Background: an optimization exercise with open tools, aiming at small area, a short achievable clock period and few clock cycles. Do not read the settings as production practice.
No functional check of the RTL was part of any run shown here.
No activity file was given, so power comes from the tool's default toggle rates.

==> flow/design.v <==
module CORDIC_angles_ROM_comb (
    input  wire [3:0]  which_angle,
    input  wire        hyp,
    input  wire        lin,
    input  wire [3:0]  e,
    input  wire        a_en,
    output wire [15:0] angle_out
);
    wire [3:0]  i = which_angle;
    wire [15:0] tbl =
        (i == 4'd0) ? 16'b0011001001000100 :                                    
        (i == 4'd1) ? (hyp ? 16'b0010001100101000 : 16'b0001110110101100) :     
        (i == 4'd2) ? (hyp ? 16'b0001000001011001 : 16'b0000111110101110) :     
        (i == 4'd3) ? (hyp ? 16'b0000100000001011 : 16'b0000011111110101) :     
                      (hyp ? 16'b0000010000000001 : 16'b0000001111111111);      
    wire [3:0]  p   = lin ? e : (4'd14 - i);
    wire        en  = lin ? a_en : 1'b1;
    wire [15:0] dec = en ? (16'd1 << p) : 16'd0;
    assign angle_out = (!lin && i < 4'd5) ? tbl : dec;
endmodule
module CORDIC_iteration (
    input  [15:0] x, y, z,
    input  [15:0] x_s, y_s,
    input  [15:0] delta_z,
    input         sigma,      
    input         hyp,
    output [15:0] next_x, next_y, next_z
);
    wire sub_x = sigma ^ hyp;
    bk_add16 ax (.a(x), .b(y_s ^ {16{sub_x}}),  .ci(sub_x),  .s(next_x));
    bk_add16 ay (.a(y), .b(x_s ^ {16{~sigma}}), .ci(~sigma), .s(next_y));
    bk_add16 az (.a(z), .b(delta_z ^ {16{sigma}}), .ci(sigma), .s(next_z));
endmodule
module bk_add16 (
    input  [15:0] a, b,
    input         ci,
    output [15:0] s
);
    wire [15:0] p = a ^ b;
    wire [15:0] g0 = a & b;
    wire [15:0] g = {g0[15:1], g0[0] | (p[0] & ci)};
    wire g10 = g[1] | p[1] & g[0],     p10 = p[1] & p[0];
    wire g32 = g[3] | p[3] & g[2],     p32 = p[3] & p[2];
    wire g54 = g[5] | p[5] & g[4],     p54 = p[5] & p[4];
    wire g76 = g[7] | p[7] & g[6],     p76 = p[7] & p[6];
    wire g98 = g[9] | p[9] & g[8],     p98 = p[9] & p[8];
    wire gba = g[11] | p[11] & g[10],  pba = p[11] & p[10];
    wire gdc = g[13] | p[13] & g[12],  pdc = p[13] & p[12];
    wire g30 = g32 | p32 & g10,        p30 = p32 & p10;
    wire g74 = g76 | p76 & g54,        p74 = p76 & p54;
    wire gb8 = gba | pba & g98,        pb8 = pba & p98;
    wire g70 = g74 | p74 & g30;
    wire [14:0] c;
    assign c[0]  = g[0];
    assign c[1]  = g10;
    assign c[3]  = g30;
    assign c[7]  = g70;
    assign c[11] = gb8 | pb8 & c[7];
    assign c[5]  = g54 | p54 & c[3];
    assign c[9]  = g98 | p98 & c[7];
    assign c[13] = gdc | pdc & c[11];
    assign c[2]  = g[2] | p[2] & c[1];
    assign c[4]  = g[4] | p[4] & c[3];
    assign c[6]  = g[6] | p[6] & c[5];
    assign c[8]  = g[8] | p[8] & c[7];
    assign c[10] = g[10] | p[10] & c[9];
    assign c[12] = g[12] | p[12] & c[11];
    assign c[14] = g[14] | p[14] & c[13];
    assign s = p ^ {c, ci};
endmodule
module CORDIC (
    input             clk,
    input             rst_n,
    input             start,
    input      [1:0]  mode_in,
    input             rot_in,
    input      [4:0]  s,
    input      [15:0] A,
    input      [15:0] B,
    input             a_wr,      
    input             b_wr,      
    input      [15:0] AB_next,   
    output     [15:0] out1,
    output     [15:0] out2,
    output     [1:0]  status,
    output            zero_out,
    output reg        done
);
    localparam signed [15:0] K_INV_Q = 16'sd9949;
    localparam signed [15:0] K_HYP   = 16'b0100110101001000;
    reg  [1:0] mode;
    reg        rot;
    reg        busy, fin;
    reg  [3:0] cnt;
    reg  [3:0] k;
    reg  signed [15:0] x, y, z;
    wire lin  = (mode == 2'b01);
    wire hyp  = (mode == 2'b10);
    wire circ = (mode == 2'b00);
    reg        rep;
    wire [3:0] sh = cnt;
    function [3:0] msb_abs;
        input [15:0] v;
        reg [15:0] u, c;
        reg t;
        integer i;
        begin
            u = v ^ {16{v[15]}};
            t = v[15];
            for (i = 0; i < 16; i = i + 1) begin
                c[i] = u[i] | t;
                t = t & u[i];
            end
            msb_abs = 4'd0;
            for (i = 0; i < 16; i = i + 1)
                if (c[i]) msb_abs = i[3:0];
        end
    endfunction
    reg  [3:0] msb_a, msb_b;
    wire [3:0] msb_w = msb_abs(AB_next);
    always @(posedge clk) begin
        if (!rst_n) begin
            msb_a <= 4'd0;
            msb_b <= 4'd0;
        end else begin
            if (a_wr) msb_a <= msb_w;
            if (b_wr) msb_b <= msb_w;
        end
    end
    wire [5:0] k_d   = {2'b0, msb_b} - (rot_in ? {1'b0, s} : {2'b0, msb_a});
    wire [3:0] k_new = k_d[5] ? 4'd0 : k_d[3:0];
    reg pre;
    function [15:0] rev16;
        input [15:0] v;
        integer i;
        begin
            for (i = 0; i < 16; i = i + 1) rev16[i] = v[15 - i];
        end
    endfunction
    wire signed [15:0] x_s = x >>> sh;
    wire        [15:0] ysh_in = busy ? y : rev16(y);
    wire        [31:0] ysh_ext = {{16{busy & y[15]}}, ysh_in} >> cnt;
    wire        [15:0] y_s = ysh_ext[15:0];
    wire [15:0] dz;
    wire [3:0] kk  = rot ? 4'd0 : k;
    reg  [5:0] e;
    reg        ev;
    wire        a_en = ev && (e[5:4] == 2'b00);
    CORDIC_angles_ROM_comb angles_rom (
        .which_angle(sh), .hyp(hyp), .lin(lin), .e(e[3:0]), .a_en(a_en),
        .angle_out(dz)
    );
    wire iter  = busy & ~pre;
    wire [15:0] x_sg = x_s & {16{iter}};
    wire [15:0] y_sg = y_s & {16{iter & ~lin}};     
    wire [15:0] dz_g = dz & {16{iter}};
    wire sigma = rot ? ~z[15] : y[15];
    wire [15:0] nx, ny, nz;
    CORDIC_iteration iter_stage (
        .x(x), .y(y), .z(z), .x_s(x_sg), .y_s(y_sg), .delta_z(dz_g),
        .sigma(sigma), .hyp(hyp),
        .next_x(nx), .next_y(ny), .next_z(nz)
    );
    wire last = ~pre & (cnt == 4'd11);
    always @(posedge clk) begin
        if (!rst_n) begin
            busy <= 1'b0;
            fin  <= 1'b0;
            done <= 1'b0;
        end else begin
            done <= busy & last;
            if (start) begin
                busy <= 1'b1;
                fin  <= 1'b0;
            end else if (busy & last) begin
                busy <= 1'b0;
                fin  <= 1'b1;
            end
        end
    end
    always @(posedge clk) begin
        if (start) begin
            mode <= mode_in;
            rot  <= rot_in;
            k    <= k_new;
            cnt  <= (mode_in == 2'b01) ? k_new :
                    (mode_in == 2'b10) ? 4'd1 : 4'd0;
            pre  <= (mode_in == 2'b01);
            rep  <= 1'b0;
        end else if (busy) begin
            if (pre) begin
                pre <= 1'b0;
                e   <= {1'b0, s} + {2'b0, kk};
                ev  <= 1'b1;
                cnt <= 4'd0;
            end else begin
                e  <= e - 6'd1;
                ev <= ev & (e != {2'b0, kk});
                if (last)
                    cnt <= k;
                else if (hyp && cnt == 4'd4 && !rep)
                    rep <= 1'b1;
                else
                    cnt <= cnt + 4'd1;
            end
        end
    end
    always @(posedge clk) begin
        if (start) begin
            x <= (rot_in && mode_in != 2'b01) ?
                     ((mode_in == 2'b10) ? K_HYP : K_INV_Q) : A;
            y <= (rot_in && mode_in != 2'b01) ? 16'd0 : B;
            z <= rot_in ? A : 16'd0;
        end else if (busy & pre) begin
            x <= nx;
            y <= rot ? 16'd0 : y_s;
            z <= rot ? y_s : nz;
        end else begin
            x <= nx;
            y <= ny;
            z <= nz;
        end
    end
    assign out1   = lin ? (rot ? rev16(y_s) : z) : x;
    assign out2   = (rot ^ lin) ? y : z;
    assign status = {fin, busy};
    assign zero_out = (mode == 2'b11);
endmodule
`default_nettype none
module tqvp_CORDIC (
    input         clk,
    input         rst_n,
    input  [7:0]  ui_in,
    output [7:0]  uo_out,
    input [5:0]   address,
    input [31:0]  data_in,
    input [1:0]   data_write_n,
    input [1:0]   data_read_n,
    output [31:0] data_out,
    output        data_ready,
    output        user_interrupt
);
    reg  [15:0] A, B;
    reg  [4:0]  shift;
    wire [15:0] out1, out2;
    wire [1:0]  status;
    wire        done;
    wire        zero_out;    
    wire wr    = (data_write_n != 2'b11);
    wire wr_hi = (data_write_n[1] != data_write_n[0]);
    wire start = wr && (address == 6'h0) && data_in[0];
    wire a_wr  = wr && (address == 6'h1);
    wire b_wr  = wr && (address == 6'h2);
    wire [15:0] AB_next = {wr_hi ? data_in[15:8] : (address[1] ? B[15:8] : A[15:8]),
                           data_in[7:0]};
    always @(posedge clk) begin
        if (!rst_n) begin
            A     <= 16'd0;
            B     <= 16'd0;
            shift <= 5'd11;
        end else begin
            if (a_wr)                     A       <= AB_next;
            if (b_wr)                     B       <= AB_next;
            if (address == 6'h3 && wr)    shift   <= data_in[4:0];
        end
    end
    CORDIC cordic_module (
        .clk(clk), .rst_n(rst_n),
        .start(start), .mode_in(data_in[2:1]), .rot_in(data_in[3]),
        .s(shift), .A(A), .B(B), .a_wr(a_wr), .b_wr(b_wr), .AB_next(AB_next),
        .out1(out1), .out2(out2), .status(status), .zero_out(zero_out), .done(done)
    );
    wire hi0   = (address[5:3] == 3'b000);
    wire sel0  = hi0 & (address[2:0] == 3'b000);
    wire sel45 = hi0 & (address[2:1] == 2'b10) & ~zero_out;
    wire sel6  = hi0 & (address[2:0] == 3'b110);
    wire [15:0] out12 = address[0] ? out2 : out1;
    assign data_out = ({32{sel0}} & 32'hbadcaffe) |
                      {16'b0, {16{sel45}} & out12} |
                      {30'b0, {2{sel6}} & status};
    assign data_ready     = 1'b1;
    assign user_interrupt = done;
    assign uo_out         = {6'b0, status};
    wire _unused = &{data_read_n, ui_in, data_in[31:16], 1'b0};
endmodule
==> flow/flow/run.sh <==
#!/bin/bash
set -euo pipefail
bash standard.sh SETUP_SLACK_MARGIN=6 finish > flow_make.log 2>&1
==> flow/standard.sh <==
#!/bin/bash
# synth_recipe.tcl (not shown) runs the flow's synth.tcl, then flattens the netlist and writes it again
# the make line also repeats each setting of config.mk as NAME=value (left out here)
make -C /OpenROAD-flow-scripts/flow DESIGN_CONFIG=/design/flow/config.mk WORK_HOME=/design/flow/orfs CLKGATE_MAP_FILE= SYNTH_SCRIPT=/design/flow/synth_recipe.tcl "${@:-finish}"
==> flow/config.mk <==
export PLATFORM = sky130hd
export DESIGN_NAME = tqvp_CORDIC
export DESIGN_NICKNAME = tqvp_CORDIC
export VERILOG_FILES = /design/flow/design.v
export SDC_FILE = /design/flow/constraint.sdc
export NUM_CORES = 4
export LEC_CHECK = 0
export ABC_AREA = 1
export CAP_MARGIN = 20
export CORE_MARGIN = 2
export CORE_UTILIZATION = 66
export SETUP_SLACK_MARGIN = 5
export SLEW_MARGIN = 20
export TNS_END_PERCENT = 0
==> flow/constraint.sdc <==
create_clock -name core_clock -period 12.0 [get_ports {clk}]
set_input_delay 2.4000 -clock core_clock [delete_from_list [all_inputs] [get_ports {clk}]]
set_output_delay 2.4000 -clock core_clock [all_outputs]
set_load 0.01 [all_outputs]
==> results of run 1 <==
## report_power, final
group | internal [uW] | leakage, uW | switching, uW
Combinational | 610 | 0.00413 | 793
Clock | 363 | 0.000307 | 183
Sequential | 505 | 0.000970 | 114
## sequential cells by signal, summed over array words and instances (netlist names), 2 cells and up
signal               count
A                       16
B                       16
cordic_module.cnt        4
cordic_module.e          6
cordic_module.k          4
cordic_module.mode       2
cordic_module.msb_a      4
cordic_module.msb_b      4
cordic_module.x         16
cordic_module.y         16
cordic_module.z         16
shift                    5
## cells in the mapped netlist, drive strengths merged
| cell | n |
|---|---|
| nand2 | 324 |
| o21ai | 224 |
| inv | 197 |
| nor2 | 107 |
| dfxtp | 97 |
| a21oi | 85 |
| xor2 | 78 |
| ha | 56 |
| buf | 49 |
| clkbuf | 48 |
| nand3 | 41 |
| o211ai | 30 |
| o22ai | 30 |
| fa | 26 |
| edfxtp | 19 |
| a31oi | 17 |
| a22o | 16 |
| a221oi | 11 |
| mux2i | 11 |
| nor3 | 11 |
| nand4 | 10 |
| xnor2 | 9 |
| a21o | 8 |
| a22oi | 8 |
| or2 | 8 |
| clkinv | 5 |
| o221ai | 5 |
| a32o | 3 |
| o31ai | 3 |
| a211oi | 2 |
| a221o | 2 |
| conb | 2 |
| a21boi | 1 |
| o2111ai | 1 |
| o21a | 1 |
| o21bai | 1 |
| o311ai | 1 |
| o41ai | 1 |
| or3 | 1 |
## cells by family (layout without fill, tap and decap cells)
family                   count (synthesis)  in the layout  share of synthesized area, %
AND/OR/NAND/NOR                        502            502                         19.81
adder cells (fa/ha/maj)                 82             82                         11.54
AO/OA/AOI/OAI                          450            450                         24.66
other                                    2             13                       0.07096
flip-flops                             116            116                         23.74
XOR/XNOR                                87             87                         7.200
buffers and inverters                  299            317                         11.94
multiplexers                            11             11                         1.040
## worst register-to-register path: stages, from the launching register on
cell and delay [ps]:
edfxtp_1 780, inv_1 500, nor2_2 670, inv_1 270, o221ai_1 280, nand2_1 180
xor2_1 280, inv_1 80, ha_1 280, a31oi_1 340, inv_1 120, a221o_1 320
a31oi_1 280, o21ai_0 230, a31oi_1 250, fa_1 250, xnor2_1 140, xor2_1 210
xor2_1 170, o22ai_1 100, nand2_1 80, o21ai_0 70
## metrics by stage
step	power [uW]	area [um^2]	hold slack, ps	cells	setup WS (ps)
floorplan	1634	10630	439.6	1560	6029
global placement	1907	11030	463.6	1744	4283
detailed placement	1963	11030	467.0	1744	4280
CTS	2524	11720	483.8	1788	5800
global route	2743	11800	495.3	1794	5704
finish	2568	11800	490.6	1794	5740
## layout by cell type, fill, tap and decap left out, types with 5 or more instances in the layout
master,synthesis,layout
clkdlybuf4s50_1,0,22
nor2_2,3,5
a21oi_1,85,84
inv_1,193,187
nor3_1,9,9
nand2_1,318,317
o221ai_1,5,5
a221oi_1,11,11
o22ai_1,30,30
conb_1,2,13
a31oi_1,17,17
o211ai_1,30,30
nor2_4,2,5
nor2_1,102,97
a22oi_1,8,8
ha_1,56,56
clkbuf_16,0,17
clkinvlp_4,0,8
mux2i_1,11,11
o21ai_1,5,8
xnor2_1,9,9
dfxtp_1,97,97
edfxtp_1,19,19
xor2_1,78,78
buf_2,18,21
nand3_2,5,5
fa_1,26,26
a21o_1,8,8
o21ai_0,217,213
nand4_1,10,10
nand3_1,35,35
buf_4,27,21
a22o_1,16,16
## final cells by class
type,count,area (um^2)
Fill cell,1290,3969
Inverter,202,784.5
Sequential cell,116,2512
Tap cell,216,270.3
Timing Repair Buffer,80,693.2
Clock inverter,9,148.9
Timing Repair inverter,3,20.02
Clock buffer,23,478.0
Multi-Input combinational cell,1145,6894
## timing repair
| item | 4_1_cts | 5_1_grt |
|---|---|---|
| buffers inserted | 11 | 3 |
| endpoints found under the setup margin | 28 | 39 |
| gates resized for setup | 121 | 25 |
| gates cloned | 1 | 3 |
| pin swaps | 6 | 6 |
## how the worst max path moves through the flow
stage / slack (ps) / to / startpoint / depth (start not counted)
global route: 5700 / data_out[7] / cordic_module.cnt[0] / 12
CTS: 5800 / data_out[1] / address[5] / 11
detailed placement: 4280 / data_out[10] / address[0] / 7
floorplan: 6030 / data_out[11] / address[4] / 10
global placement: 4280 / data_out[10] / address[0] / 7
finish: 5740 / data_out[1] / address[4] / 11
## layer usage
metal	share of wire, %	global-route usage [%]
met5	0	0
met4	7.9	30.16
met3	11	9.080
met2	43	64.31
met1	38	54.26
==> results.py, run 1 <==
metrics = {
    "synth": {
        "netlist.top_cell.by_area": "dfxtp_1",
        "synthCells": 1549,
        "synth_area_um2": 10580,
        "synth_top_area_share_pct": 18.35,
        "yosys_warnings": 2,
        "seq_area_frac_synth_pct": 23.74,
        "ys_seq_elements": 116,
        "ys_top_cells_by_area": "dfxtp_1 18%, nand2_1 11%, o21ai_0 10%",
        "synth_cell_type_count": 54,
        "avgSynthCellArea_um2": 6.833,
    },
    "global_routing": {
        "grt_pass1_wl_mm": 54.83,
        "grt_max_degree": 46,
        "antenna_found_initial": 0,
        "grt_pass1_vias": 10129,
        "overflow": 0,
        "track_usage_pct": 42.56,
    },
    "floorplan": {
        "die_y_um": 130.6,
        "io_pins": 94,
        "design.core.area_um2": 15770,
        "num_rows": 46,
        "fp.dieW_um": 130.6,
        "initial_core_util_pct": 67.11,
        "die_area_um2": 17070,
    },
    "sta": {
        "hold_viol_final": 0,
        "finClkSkew_ps": 9.935,
        "fin_crit_ps": 6260,
        "tns_ps": 0,
        "slew_headroom_pct": 35.29,
        "worst_pin_slew_ps": 969.6,
        "rsz0062_at_grt": "true",
        "fmax_ghz": 0.1597,
        "slew_viol_final": 0,
        "min_period_over_period_pct": 52.17,
        "setup_violations": 0,
    },
    "place": {
        "gp_congestion": 1.103,
        "dpl.hpwl_mm": 27.10,
        "port_buffers": 54,
    },
    "min_path": {
        "hp-class": "register to register",
        "min-delay-start": "B[0]",
        "whs_path_depth": 1,
        "min_to": "cordic_module.y[0]",
    },
    "clock_tree": {
        "clockBufferDepth": 2,
        "cts_buffers": 17,
        "h-tree-depth": 4,
        "ctsRootBufferMaster": "clkbuf_16",
        "cts_tree": "done",
        "cts.sinks": 116,
        "ctsHoldBuffers": 0,
        "clk_pin_slew_worst_paths_ps": 50,
        "insertion_delay_ps": 420,
    },
    "flow_run": {
        "drv_cap": 0,
    },
    "worst_setup_path": {
        "slowest_delay_ps": 230,
        "path_max_fanout": 5,
        "path_cells": "buf_8 > nor2_4 > inv_2 > nor2_4 > buf_6 > nand4_1 > inv_4 > buf_12 > o211ai_1 > nand2_1 > buf_2",
        "ff2ff_path_depth": 21,
        "endpoint_kind": "output pin",
        "reg2reg_to": "cordic_module.y[15]",
        "required_ps": 9600,
        "arrival_ps": 3860,
        "path_delay_family": "buffers and inverters",
        "startpoint_type": "input port",
        "crit_buf_inv": 6,
        "rrSetupSlack_ps": 6030,
        "r2r-start": "cordic_module.cnt[2]",
        "crit_slowest_cell": "nand4_1",
        "crit_top_cell": "nor2_4",
        "crit_type": "input port to output pin",
    },
    "layout": {
        "fin_util_pct": 74.83,
        "drive_gt1_share_pct": 8.302,
        "final_nets": 1699,
        "diodes": 0,
        "area_growth_pct": 11.50,
    },
    "power_and_ir_drop": {
        "ir_drop_mv": 0.1185,
        "leakage_uw": 0.005410,
        "power_density_nw_per_um2": 217.6,
    },
    "routing": {
        "drc": 0,
        "wl_mm": 36.55,
        "wire_per_inst_um": 20.37,
        "drtPass1Iterations": 6,
        "ant_nets": 0,
        "drtIter0Drc": 1680,
        "viasPerCell": 6.315,
        "dr_total_vias": 11330,
    },
    "run_status": {
        "outcome": "timing/DRC/antenna clean",
    },
}
==> run 2: changes to the inputs <==
--- a/flow/config.mk
+++ b/flow/config.mk
@@ -8,7 +8,7 @@
 export ABC_AREA = 1
 export CAP_MARGIN = 20
 export CORE_MARGIN = 2
-export CORE_UTILIZATION = 66
+export CORE_UTILIZATION = 60
 export SETUP_SLACK_MARGIN = 5
 export SLEW_MARGIN = 20
-export TNS_END_PERCENT = 0
+export TNS_END_PERCENT = 100
==> results.py, run 2 <==
metrics = {
    "clock_tree": {
        "insertion_delay_ps": 430,
        "h-tree-depth": 4,
        "cts.sinks": 116,
        "clk_pin_slew_worst_paths_ps": 60,
        "cts_buffers": 17,
        "ctsRootBufferMaster": "clkbuf_16",
        "clockBufferDepth": 2,
        "cts_tree": "done",
    },
    "power_and_ir_drop": {
        "power_density_nw_per_um2": 213.8,
        "ir_drop_mv": 0.1770,
        "leakage_uw": 0.005579,
    },
    "floorplan": {
        "design.core.area_um2": 17300,
        "io_pins": 94,
        "num_rows": 48,
        "fp.dieW_um": 136.8,
        "die_y_um": 136.8,
        "initial_core_util_pct": 61.19,
        "die_area_um2": 18720,
    },
    "routing": {
        "wl_mm": 39.31,
        "ant_nets": 0,
        "drtPass1Iterations": 10,
        "dr_total_vias": 11434,
        "drtIter0Drc": 1518,
        "viasPerCell": 6.248,
        "wire_per_inst_um": 21.48,
        "drc": 0,
    },
    "min_path": {
        "hp-class": "register to register",
    },
    "layout": {
        "layout_commonest_cell": "nand2_1",
        "final_nets": 1726,
        "fin_area_um2": 12220,
        "drive_gt1_share_pct": 11.21,
        "area_growth_pct": 15.49,
        "stdcell_count": 1830,
        "fillers": 1499,
        "diodes": 0,
        "final_cell_mix": "308 x nand2_1, 208 x o21ai_0, 187 x inv_1, 97 x dfxtp_1, 96 x nor2_1",
    },
    "global_routing": {
        "grt.met3_usage_pct": 10.81,
        "use_met2_pct": 64.50,
        "top_usage_layer": "met2",
        "grt_pass1_vias": 10272,
        "antenna_found_initial": 2,
        "grt_pass1_wl_mm": 58.12,
        "grt_max_degree": 46,
        "overflow": 0,
        "track_usage_pct": 41.84,
        "met1_usage_pct": 51.30,
    },
    "sta": {
        "rsz0062_at_grt": "true",
        "slew_headroom_pct": 24.35,
        "hold_viol_final": 0,
        "worst_pin_slew_ps": 1123,
        "finClkSkew_ps": 7.991,
        "slew_viol_final": 0,
        "setup_violations": 0,
        "postLayoutSetupSlackWorst_ps": 5732,
        "min_period_over_period_pct": 52.23,
        "fmax_ghz": 0.1595,
        "tns_ps": 0,
        "whs_ps": 483.8,
        "fin_crit_ps": 6268,
    },
    "synth": {
        "synth_top_area_share_pct": 18.35,
        "synth_commonest_cells": "318 x nand2_1, 217 x o21ai_0, 193 x inv_1",
        "synth_area_um2": 10580,
        "ys.flop_type": "dfxtp_1",
        "seq_area_frac_synth_pct": 23.74,
        "yosysMostFrequentCell": "nand2_1",
        "synthCells": 1549,
        "netlist.top_cell.by_area": "dfxtp_1",
        "synth-edff-count": 19,
        "ys_top_cells_by_area": "dfxtp_1 18%, nand2_1 11%, o21ai_0 10%",
        "avgSynthCellArea_um2": 6.833,
        "synth_cell_type_count": 54,
        "ys_seq_elements": 116,
        "yosys_warnings": 2,
        "synthArstFlopShare_pct": 0,
    },
    "worst_setup_path": {
        "endpoint_kind": "output pin",
        "arrival_ps": 3870,
        "crit_type": "input port to output pin",
        "startpoint_type": "input port",
        "required_ps": 9600,
        "path_max_fanout": 2,
    },
    "place": {
        "dpl.hpwl_mm": 28.32,
        "port_buffers": 54,
        "pre_cts_ws_ps": 4594,
        "place_area_um2": 11060,
        "placed_cells": 1756,
        "gp_congestion": 1.029,
    },
    "flow_run": {
        "drv_cap": 0,
    },
    "run_status": {
        "outcome": "timing/DRC/antenna clean",
    },
}
==> run 2: cell counts after synthesis <==
No cell type changed its count.
==> run 2: cell families (layout without fill, tap and decap cells) <==
group	count (synthesis)	count (layout)	share of synthesized area, %
flip-flops	116	116	23.74
multiplexers	11	11	1.040
XOR/XNOR	87	87	7.200
AO/OA/AOI/OAI	450	450	24.66
AND/OR/NAND/NOR	502	502	19.81
other	2	13	0.07096
adder cells (fa/ha/maj)	82	82	11.54
buffers and inverters	299	344	11.94
==> run 2: metrics by stage <==
step | util [%] | power (uW)
6_report | 70.67 | 2613
5_1_grt | 70.67 | 2786
4_1_cts | 69.70 | 2535
3_5_place_dp | 63.94 | 1998
3_3_place_gp | 63.94 | 1952
2_1_floorplan | - | 1634
==> run 2: report_power, final <==
group	leakage [uW]	total, uW	switching (uW)	internal [uW]
registers	0.000970	630	125	505
clock network	0.000292	522	203	319
logic	0.00432	1460	847	615
total	0.00558	2610	1170	1440
==> run 2: critical path, cell delays in order <==
cell and delay, ps:
buf_6 90, nor2_4 90, inv_2 40, nor2_4 100, buf_6 110, buf_6 70, nand4_1 90, buf_6 160
clkinvlp_4 90, buf_6 100, buf_6 80, o211ai_1 150, nand2_1 160, buf_2 140
==> run 2: final timing paths <==
path / slack, ps / endpoint / start / depth (start not counted)
setup / recovery: 5730 / data_out[1] / address[4] / 14
hold reg to reg: 480 / cordic_module.y[0] / B[0] / 1
hold / removal: 480 / cordic_module.y[0] / B[0] / 1
setup reg to reg: 6080 / cordic_module.y[15] / cordic_module.cnt[2] / 22
==> run 2: per-layer routing <==
| layer | vias to the layer above | part of all wire [%] |
|---|---|---|
| li1 | 5231 | - |
| met1 | 5232 | 37 |
| met2 | 781 | 44 |
| met3 | 190 | 12 |
| met4 | 0 | 7.8 |
| met5 | - | 0 |
==> run 2: cell type report <==
type	count	area, um^2	share of cell area, %
multi-input cells	1145	6964	56.98
flip-flops and latches	116	2512	20.55
repair buffers	108	1072	8.773
inverters	202	780.7	6.388
clock buffers	18	450.4	3.685
well taps	225	281.5	2.303
clock inverters	14	148.9	1.218
repair inverters	2	12.51	0.1024
==> run 2: repair_timing <==
action                                  CTS  global route
endpoints found under the hold margin     0             0
cloned                                    2             2
endpoints found under the setup margin   26            34
hold buffers                              0             0
resized for setup                       184            30
pin swaps                                10            10
setup buffers                            26            12
==> run 3: changes to the inputs <==
--- a/flow/design.v
+++ b/flow/design.v
@@ -80,10 +80,10 @@
     input             a_wr,      
     input             b_wr,      
     input      [15:0] AB_next,   
-    output     [15:0] out1,
-    output     [15:0] out2,
+    input             rd4,       
+    input             rd5,       
+    output     [15:0] rdata,     
     output     [1:0]  status,
-    output            zero_out,
     output reg        done
 );
     localparam signed [15:0] K_INV_Q = 16'sd9949;
@@ -143,9 +143,8 @@
     wire        [15:0] y_s = ysh_ext[15:0];
     wire [15:0] dz;
     wire [3:0] kk  = rot ? 4'd0 : k;
-    reg  [5:0] e;
-    reg        ev;
-    wire        a_en = ev && (e[5:4] == 2'b00);
+    wire [5:0] e   = {1'b0, s} + {2'b0, kk} - {2'b0, sh};
+    wire        a_en = ({1'b0, sh} <= s) && (e < 6'd16);
     CORDIC_angles_ROM_comb angles_rom (
         .which_angle(sh), .hyp(hyp), .lin(lin), .e(e[3:0]), .a_en(a_en),
         .angle_out(dz)
@@ -190,12 +189,8 @@
         end else if (busy) begin
             if (pre) begin
                 pre <= 1'b0;
-                e   <= {1'b0, s} + {2'b0, kk};
-                ev  <= 1'b1;
                 cnt <= 4'd0;
             end else begin
-                e  <= e - 6'd1;
-                ev <= ev & (e != {2'b0, kk});
                 if (last)
                     cnt <= k;
                 else if (hyp && cnt == 4'd4 && !rep)
@@ -221,10 +216,16 @@
             z <= nz;
         end
     end
-    assign out1   = lin ? (rot ? rev16(y_s) : z) : x;
-    assign out2   = (rot ^ lin) ? y : z;
+    wire m3   = (mode == 2'b11);
+    wire r4   = rd4 & ~m3;
+    wire r5   = rd5 & ~m3;
+    wire s_x  = r4 & ~lin;
+    wire s_yl = r4 & lin & rot;
+    wire s_z  = (r4 & lin & ~rot) | (r5 & ~(rot ^ lin));
+    wire s_y  = r5 & (rot ^ lin);
+    assign rdata = ({16{s_x}} & x) | ({16{s_yl}} & rev16(y_s)) |
+                   ({16{s_z}} & z) | ({16{s_y}} & y);
     assign status = {fin, busy};
-    assign zero_out = (mode == 2'b11);
 endmodule
 `default_nettype none
 module tqvp_CORDIC (
@@ -242,10 +243,9 @@
 );
     reg  [15:0] A, B;
     reg  [4:0]  shift;
-    wire [15:0] out1, out2;
+    wire [15:0] rdata;
     wire [1:0]  status;
     wire        done;
-    wire        zero_out;    
     wire wr    = (data_write_n != 2'b11);
     wire wr_hi = (data_write_n[1] != data_write_n[0]);
     wire start = wr && (address == 6'h0) && data_in[0];
@@ -268,15 +268,15 @@
         .clk(clk), .rst_n(rst_n),
         .start(start), .mode_in(data_in[2:1]), .rot_in(data_in[3]),
         .s(shift), .A(A), .B(B), .a_wr(a_wr), .b_wr(b_wr), .AB_next(AB_next),
-        .out1(out1), .out2(out2), .status(status), .zero_out(zero_out), .done(done)
+        .rd4(sel4), .rd5(sel5), .rdata(rdata), .status(status), .done(done)
     );
-    wire hi0   = (address[5:3] == 3'b000);
-    wire sel0  = hi0 & (address[2:0] == 3'b000);
-    wire sel45 = hi0 & (address[2:1] == 2'b10) & ~zero_out;
-    wire sel6  = hi0 & (address[2:0] == 3'b110);
-    wire [15:0] out12 = address[0] ? out2 : out1;
+    wire hi0  = (address[5:3] == 3'b000);
+    wire sel0 = hi0 & (address[2:0] == 3'b000);
+    wire sel4 = hi0 & (address[2:0] == 3'b100);
+    wire sel5 = hi0 & (address[2:0] == 3'b101);
+    wire sel6 = hi0 & (address[2:0] == 3'b110);
     assign data_out = ({32{sel0}} & 32'hbadcaffe) |
-                      {16'b0, {16{sel45}} & out12} |
+                      {16'b0, rdata} |
                       {30'b0, {2{sel6}} & status};
     assign data_ready     = 1'b1;
     assign user_interrupt = done;
==> results.py, run 3 <==
metrics = {
    "run_status": {
        "outcome": "timing/DRC/antenna clean",
    },
    "global_routing": {
        "grt_max_degree": 44,
        "grt_pass1_wl_mm": 53.79,
        "grt_pass1_vias": 9469,
        "overflow": 0,
        "antenna_found_initial": 0,
        "track_usage_pct": 38.91,
    },
    "floorplan": {
        "die_y_um": 134.0,
        "design.core.area_um2": 16520,
        "io_pins": 94,
        "die_area_um2": 17950,
        "initial_core_util_pct": 61.33,
        "fp.dieW_um": 134.0,
        "num_rows": 47,
    },
    "synth": {
        "seq_area_frac_synth_pct": 22.72,
        "ys.flop_type": "dfxtp_1",
        "avgSynthCellArea_um2": 6.820,
        "synth_commonest_cells": "321 x nand2_1, 192 x inv_1, 175 x o21ai_0",
        "synth_area_um2": 10130,
        "yosys_warnings": 2,
        "synthArstFlopShare_pct": 0,
        "synth_top_area_share_pct": 19.16,
        "netlist.top_cell.by_area": "dfxtp_1",
        "synth-edff-count": 12,
        "ys_top_cells_by_area": "dfxtp_1 19%, nand2_1 12%, o21ai_0 8.6%",
        "ys_seq_elements": 109,
        "synthCells": 1486,
        "yosysMostFrequentCell": "nand2_1",
        "synth_cell_type_count": 49,
    },
    "worst_setup_path": {
        "path_cells": "buf_8 > inv_4 > a21oi_2 > inv_2 > nor3_4 > inv_2 > nor2_4 > clkinvlp_4 > buf_6 > o211ai_1 > buf_2",
        "arrival_ps": 4030,
        "startpoint_type": "input port",
        "crit_type": "input port to output pin",
        "crit_top_cell": "inv_2",
        "slowest_delay_ps": 310,
        "rrSetupSlack_ps": 6230,
        "required_ps": 9600,
        "endpoint_kind": "output pin",
        "crit_slowest_cell": "o211ai_1",
        "path_max_fanout": 5,
    },
    "power_and_ir_drop": {
        "ir_drop_mv": 0.1333,
        "leakage_uw": 0.005402,
        "power_density_nw_per_um2": 202.3,
    },
    "clock_tree": {
        "ctsHoldBuffers": 0,
        "cts.sinks": 109,
        "insertion_delay_ps": 360,
        "clk_pin_slew_worst_paths_ps": 80,
        "ctsRootBufferMaster": "clkbuf_16",
        "clockBufferDepth": 2,
        "cts_tree": "done",
        "cts_buffers": 9,
        "h-tree-depth": 3,
    },
    "routing": {
        "drc": 0,
        "wl_mm": 35.08,
        "viasPerCell": 6.116,
        "wire_per_inst_um": 20.11,
        "drtPass1Iterations": 6,
        "dr_total_vias": 10667,
        "ant_nets": 0,
        "drtIter0Drc": 1549,
    },
    "layout": {
        "final_cell_mix": "318 x nand2_1, 181 x inv_1, 173 x o21ai_0, 96 x dfxtp_1, 79 x a21oi_1",
        "final_nets": 1664,
        "layout_commonest_cell": "nand2_1",
        "drive_gt1_share_pct": 10.89,
        "area_growth_pct": 13.46,
        "diodes": 0,
        "fillers": 1473,
        "fin_area_um2": 11500,
    },
    "place": {
        "gp_congestion": 1.016,
        "place_area_um2": 10680,
        "dpl.hpwl_mm": 26.35,
        "port_buffers": 54,
    },
    "sta": {
        "setup_violations": 0,
        "fmax_ghz": 0.1555,
        "tns_ps": 0,
        "worst_pin_slew_ps": 1057,
        "rsz0062_at_grt": "true",
        "slew_viol_final": 0,
        "finClkSkew_ps": 13.00,
        "hold_viol_final": 0,
        "slew_headroom_pct": 29.45,
        "min_period_over_period_pct": 53.61,
        "fin_crit_ps": 6433,
    },
    "flow_run": {
        "drv_cap": 0,
    },
    "min_path": {
        "hp-class": "register to register",
    },
}
-- run 3: cell types whose count changed in the layout (fill, tap and decap cells not counted), moves of 9 or more --
cell and delta:
o21ai_0 -35, buf_6 -23, nor2_1 -19, o21ai_1 +15, inv_2 +12, nand2_1 +10
a221oi_2 +9, buf_2 +9, clkbuf_16 -9
-- run 3: worst paths after layout --
path | to | cells after the start | start
worst max-delay path | data_out[0] | 11 | address[2]
worst min-delay path | cordic_module.rep | 2 | cordic_module.rep
worst max register to register | cordic_module.z[15] | 32 | cordic_module.rot
worst min register to register | cordic_module.rep | 2 | cordic_module.rep
-- run 3: where the power goes --
part / total (uW) / internal, uW / switching (uW) / leakage (uW)
sequential: 607 / 478 / 130 / 0.000914
clock: 302 / 147 / 155 / 0.000145
combinational: 1420 / 600 / 817 / 0.00434
-- run 3: metal layers --
layer | part of all wire (%) | track usage [%] | up-vias
met4 | 4.7 | 15.54 | 0
met5 | 0 | 0 | -
met2 | 43 | 60.37 | 665
li1 | - | - | 4975
met3 | 11 | 5.745 | 122
met1 | 41 | 54.60 | 4905
-- run 3: final cells by class --
class / count / area (um^2) / area share, %
multi-input combinational: 1097 / 6959 / 60.52
sequential: 109 / 2303 / 20.03
timing repair buffer: 99 / 892.1 / 7.758
inverter: 203 / 775.7 / 6.746
tap: 220 / 275.3 / 2.394
clock buffer: 9 / 225.2 / 1.959
clock inverter: 7 / 67.56 / 0.5876
-- run 3: kinds of logic after synthesis --
group / Yosys count / synth area share (%)
AOI/OAI and AO/OA: 412 / 23.77
xor gates and xnor gates: 81 / 7.000
adders and majority gates: 93 / 13.63
buffers and inverters: 291 / 11.78
DFF: 109 / 22.72
muxes: 12 / 1.185
other: 2 / 0.07410
and+or+nand+nor: 486 / 19.85
-- run 3: metrics by stage --
step / instances / utilization [%] / setup WS (ps) / hold WS (ps) / total power, uW
after global routing: 1744 / 69.58 / 5572 / 496.0 / 2508
after global placement: 1697 / 64.62 / 4064 / 440.2 / 1888
after CTS: 1732 / 68.58 / 5721 / 464.3 / 2241
after detailed placement: 1697 / 64.62 / 4032 / 450.3 / 1914
after floorplan: 1497 / - / 6004 / 420.7 / 1575
final: 1744 / 69.58 / 5567 / 463.6 / 2326
-- run 3: what timing repair did --
action,in CTS,in global routing
buffers inserted,16,12
hold endpoints to repair,0,0
gates cloned,3,0
resized for setup,158,38
pin swaps,21,10
setup endpoints to repair,28,36
-- run 3: critical path: cells and delay by family --
family          cells  cell delay, ps
buf+inv             7             770
compound gates      2             420
simple gates        2             420
==> run 4: changes to the inputs <==
--- a/flow/design.v
+++ b/flow/design.v
@@ -80,9 +80,8 @@
     input             a_wr,      
     input             b_wr,      
     input      [15:0] AB_next,   
-    input             rd4,       
-    input             rd5,       
-    output     [15:0] rdata,     
+    output     [15:0] out1,
+    output     [15:0] out2,
     output     [1:0]  status,
     output reg        done
 );
@@ -216,15 +215,14 @@
             z <= nz;
         end
     end
-    wire m3   = (mode == 2'b11);
-    wire r4   = rd4 & ~m3;
-    wire r5   = rd5 & ~m3;
-    wire s_x  = r4 & ~lin;
-    wire s_yl = r4 & lin & rot;
-    wire s_z  = (r4 & lin & ~rot) | (r5 & ~(rot ^ lin));
-    wire s_y  = r5 & (rot ^ lin);
-    assign rdata = ({16{s_x}} & x) | ({16{s_yl}} & rev16(y_s)) |
-                   ({16{s_z}} & z) | ({16{s_y}} & y);
+    wire m3  = (mode == 2'b11);
+    wire c1x = ~lin & ~m3;
+    wire c1y = lin & rot;
+    wire c1z = lin & ~rot;
+    wire c2y = (rot ^ lin) & ~m3;
+    wire c2z = ~(rot ^ lin) & ~m3;
+    assign out1 = ({16{c1x}} & x) | ({16{c1y}} & rev16(y_s)) | ({16{c1z}} & z);
+    assign out2 = ({16{c2y}} & y) | ({16{c2z}} & z);
     assign status = {fin, busy};
 endmodule
 `default_nettype none
@@ -243,7 +241,7 @@
 );
     reg  [15:0] A, B;
     reg  [4:0]  shift;
-    wire [15:0] rdata;
+    wire [15:0] out1, out2;
     wire [1:0]  status;
     wire        done;
     wire wr    = (data_write_n != 2'b11);
@@ -268,7 +266,7 @@
         .clk(clk), .rst_n(rst_n),
         .start(start), .mode_in(data_in[2:1]), .rot_in(data_in[3]),
         .s(shift), .A(A), .B(B), .a_wr(a_wr), .b_wr(b_wr), .AB_next(AB_next),
-        .rd4(sel4), .rd5(sel5), .rdata(rdata), .status(status), .done(done)
+        .out1(out1), .out2(out2), .status(status), .done(done)
     );
     wire hi0  = (address[5:3] == 3'b000);
     wire sel0 = hi0 & (address[2:0] == 3'b000);
@@ -276,7 +274,7 @@
     wire sel5 = hi0 & (address[2:0] == 3'b101);
     wire sel6 = hi0 & (address[2:0] == 3'b110);
     assign data_out = ({32{sel0}} & 32'hbadcaffe) |
-                      {16'b0, rdata} |
+                      {16'b0, ({16{sel4}} & out1) | ({16{sel5}} & out2)} |
                       {30'b0, {2{sel6}} & status};
     assign data_ready     = 1'b1;
     assign user_interrupt = done;
--- a/flow/config.mk
+++ b/flow/config.mk
@@ -8,7 +8,7 @@
 export ABC_AREA = 1
 export CAP_MARGIN = 20
 export CORE_MARGIN = 2
-export CORE_UTILIZATION = 60
+export CORE_UTILIZATION = 66
 export SETUP_SLACK_MARGIN = 5
 export SLEW_MARGIN = 20
-export TNS_END_PERCENT = 100
+export TNS_END_PERCENT = 0
==> results.py, run 4 <==
metrics = {
    "power_and_ir_drop": {
        "leakage_uw": 0.005451,
        "p_sw_share_pct": 48.33,
        "power_frac_comb_pct": 63.3,
        "ir_drop_mv": 0.1086,
        "power_density_nw_per_um2": 206.3,
        "internal_power_uw": 1238,
        "p_sw_uw": 1158,
        "power_frac_seq_pct": 24.5,
        "pwr-share-clk_pct": 12.2,
    },
    "sta": {
        "slew_headroom_pct": 30.53,
        "tns_ps": 0,
        "fin_crit_ps": 6110,
        "fmax_ghz": 0.1637,
        "slew_viol_final": 0,
        "postLayoutSetupSlackWorst_ps": 5890,
        "rsz0062_at_grt": "true",
        "finClkSkew_ps": 10.52,
        "setup_violations": 0,
        "min_period_over_period_pct": 50.92,
        "hold_viol_final": 0,
        "worst_pin_slew_ps": 1041,
    },
    "run_status": {
        "outcome": "timing/DRC/antenna clean",
    },
    "global_routing": {
        "grt_pass1_wl_mm": 57.29,
        "antenna_found_initial": 0,
        "track_usage_pct": 44.49,
        "overflow": 0,
        "grt_pass1_vias": 10402,
        "grt_max_degree": 51,
    },
    "worst_setup_path": {
        "arrival_ps": 3710,
        "startpoint_type": "input port",
        "endpoint_kind": "output pin",
        "path_max_fanout": 6,
        "rrSetupSlack_ps": 6200,
        "required_ps": 9600,
        "crit_type": "input port to output pin",
    },
    "floorplan": {
        "die_y_um": 129.8,
        "num_rows": 45,
        "initial_core_util_pct": 68.19,
        "design.core.area_um2": 15310,
        "fp.dieW_um": 129.8,
        "io_pins": 94,
        "die_area_um2": 16840,
    },
    "clock_tree": {
        "clockBufferDepth": 2,
        "cts.sinks": 109,
        "cts_tree": "done",
        "clk_pin_slew_worst_paths_ps": 80,
        "h-tree-depth": 3,
        "cts_buffers": 9,
        "ctsRootBufferMaster": "clkbuf_16",
        "insertion_delay_ps": 350,
    },
    "layout": {
        "fin_area_um2": 11620,
        "final_nets": 1730,
        "final_cell_mix": "311 x nand2_1, 225 x o21ai_0, 208 x inv_1, 97 x dfxtp_1, 97 x a21oi_1",
        "layout_commonest_cell": "nand2_1",
        "area_growth_pct": 11.25,
        "fin_util_pct": 75.86,
        "diodes": 0,
        "drive_gt1_share_pct": 8.690,
    },
    "synth": {
        "avgSynthCellArea_um2": 6.741,
        "synthCells": 1549,
        "synth_commonest_cells": "311 x nand2_1, 227 x o21ai_0, 214 x inv_1",
        "yosysMostFrequentCell": "nand2_1",
        "seq_area_frac_synth_pct": 22.05,
        "ys_top_cells_by_area": "dfxtp_1 19%, nand2_1 11%, o21ai_0 11%",
        "synth_cell_type_count": 51,
        "synth-edff-count": 12,
        "ys.flop_type": "dfxtp_1",
        "synth_top_area_share_pct": 18.60,
        "yosys_warnings": 2,
        "synth_area_um2": 10440,
        "ys_seq_elements": 109,
        "netlist.top_cell.by_area": "dfxtp_1",
        "synthArstFlopShare_pct": 0,
    },
    "place": {
        "place_area_um2": 11000,
        "port_buffers": 54,
        "dpl.hpwl_mm": 27.97,
        "pre_cts_ws_ps": 4745,
        "gp_congestion": 1.075,
    },
    "routing": {
        "ant_nets": 0,
        "dr_total_vias": 11378,
        "drtIter0Drc": 1610,
        "drtPass1Iterations": 10,
        "wire_per_inst_um": 21.00,
        "drc": 0,
        "wl_mm": 37.79,
        "viasPerCell": 6.325,
    },
    "min_path": {
        "hp-class": "register to register",
    },
    "flow_run": {
        "drv_cap": 0,
    },
}
run 4: changes by cell type in the layout (fill, tap and decap cells not counted), sizes merged, moves of 14 or more:
cell	previous run	this run
inv	203	222
o21ai	200	238
o211ai	34	20
a221oi	15	1
a21oi	81	99
nand3	47	61
run 4: per-stage QoR:
| step | hold WS [ps] | power (uW) | std cells |
|---|---|---|---|
| floorplan | 423.1 | 1599 | 1560 |
| global placement | 451.0 | 1934 | 1754 |
| detailed placement | 456.7 | 1991 | 1754 |
| CTS | 475.3 | 2301 | 1790 |
| global route | 502.5 | 2545 | 1799 |
| finish | 477.8 | 2396 | 1799 |
run 4: metal layers:
layer / track usage [%] / part of all wire, % / wire length [um]
met1: 58.57 / 36 / 13770
met2: 67.32 / 43 / 16090
met3: 11.93 / 15 / 5537
met4: 22.83 / 6.3 / 2388
met5: 0 / 0 / 0
run 4: cell families (layout without fill, tap and decap cells):
logic type      count (synthesis)  count (layout)  synth area share (%)
mux                            10              10                0.9586
buf+inv                       313             341                 12.27
simple gates                  484             484                 19.63
fa+ha+maj                      95              95                 13.47
flops                         109             109                 22.05
other cells                     2              13               0.07192
compound gates                453             453                 24.35
xor+xnor                       83              83                 7.213
run 4: power groups by stage:
stage	clock [uW]	combinational, uW	sequential, uW
floorplan	0	1060	536
global placement	0	1350	579
detailed placement	0	1410	582
CTS	290	1440	573
global route	304	1650	586
finish	293	1520	586
run 4: final cells by class:
class | count | area [um^2]
Clock buffer | 10 | 229.0
Clock inverter | 6 | 56.30
Fill cell | 1198 | 3697
Inverter | 224 | 854.6
Multi-Input combinational cell | 1138 | 6999
Sequential cell | 109 | 2302
Tap cell | 211 | 264.0
Timing Repair Buffer | 100 | 907.1
Timing Repair inverter | 1 | 5.005
run 4: worst max-delay path, stage by stage:
cell and delay [ps]:
buf_6 100, nor3_4 170, inv_2 90, nor2_1 110
inv_1 90, nor2_4 190, buf_6 140, buf_16 110
a21oi_2 30, nand2_1 120, buf_2 150
run 4: path summary, 6_finish.rpt:
path	from	endpoint	cells after the start
max	address[5]	data_out[2]	11
min	B[4]	cordic_module.y[4]	1
max reg2reg	cordic_module.mode[0]	cordic_module.x[15]	20
min reg2reg	B[4]	cordic_module.y[4]	1
run 4: timing repair:
action / CTS / global route
gates resized for setup: 136 / 9
setup endpoints to repair: 27 / 35
buffers inserted: 15 / 8
cloned: 5 / 1
hold buffers: 0 / 0
pin swaps: 7 / 2

static timing again, ports no longer ideal:
In the flow no input, the clock included, has a driving cell. The finished layouts below were timed again as built, in two steps.
Step 1 (the two cells are an assumption about what drives the block):
set clk [get_ports {clk}]
set_driving_cell -lib_cell sky130_fd_sc_hd__clkbuf_16 $clk
set_driving_cell -lib_cell sky130_fd_sc_hd__buf_2 [delete_from_list [all_inputs] $clk]
Step 2, shift: input delay + t, output delay - t, t = (earliest + latest rising clock arrival at the registers) / 2. This alone moves slack from input paths to output paths.
a / b / c = ideal ports / drivers / drivers and shift; a / b = the first two.
run	t (ns)	setup slack, ns	worst setup path at the end	latest minus earliest clock arrival (ns)	worst slew at a driven data input, ns
run 1	0.465	5.740 / 5.702 / 5.702	input to output	0.010 / 0.011	0.05
run 2	0.471	5.732 / 5.701 / 5.701	input to output	0.008 / 0.008	0.04
run 3	0.404	5.567 / 5.509 / 5.509	input to output	0.013 / 0.013	0.06
run 4	0.387	5.890 / 5.857 / 5.857	input to output	0.011 / 0.010	0.04
After both steps every run listed still meets setup and hold. For run 3, which loses most, drivers alone change the setup slack by -0.058 ns; drivers and shift together by -0.058 ns.
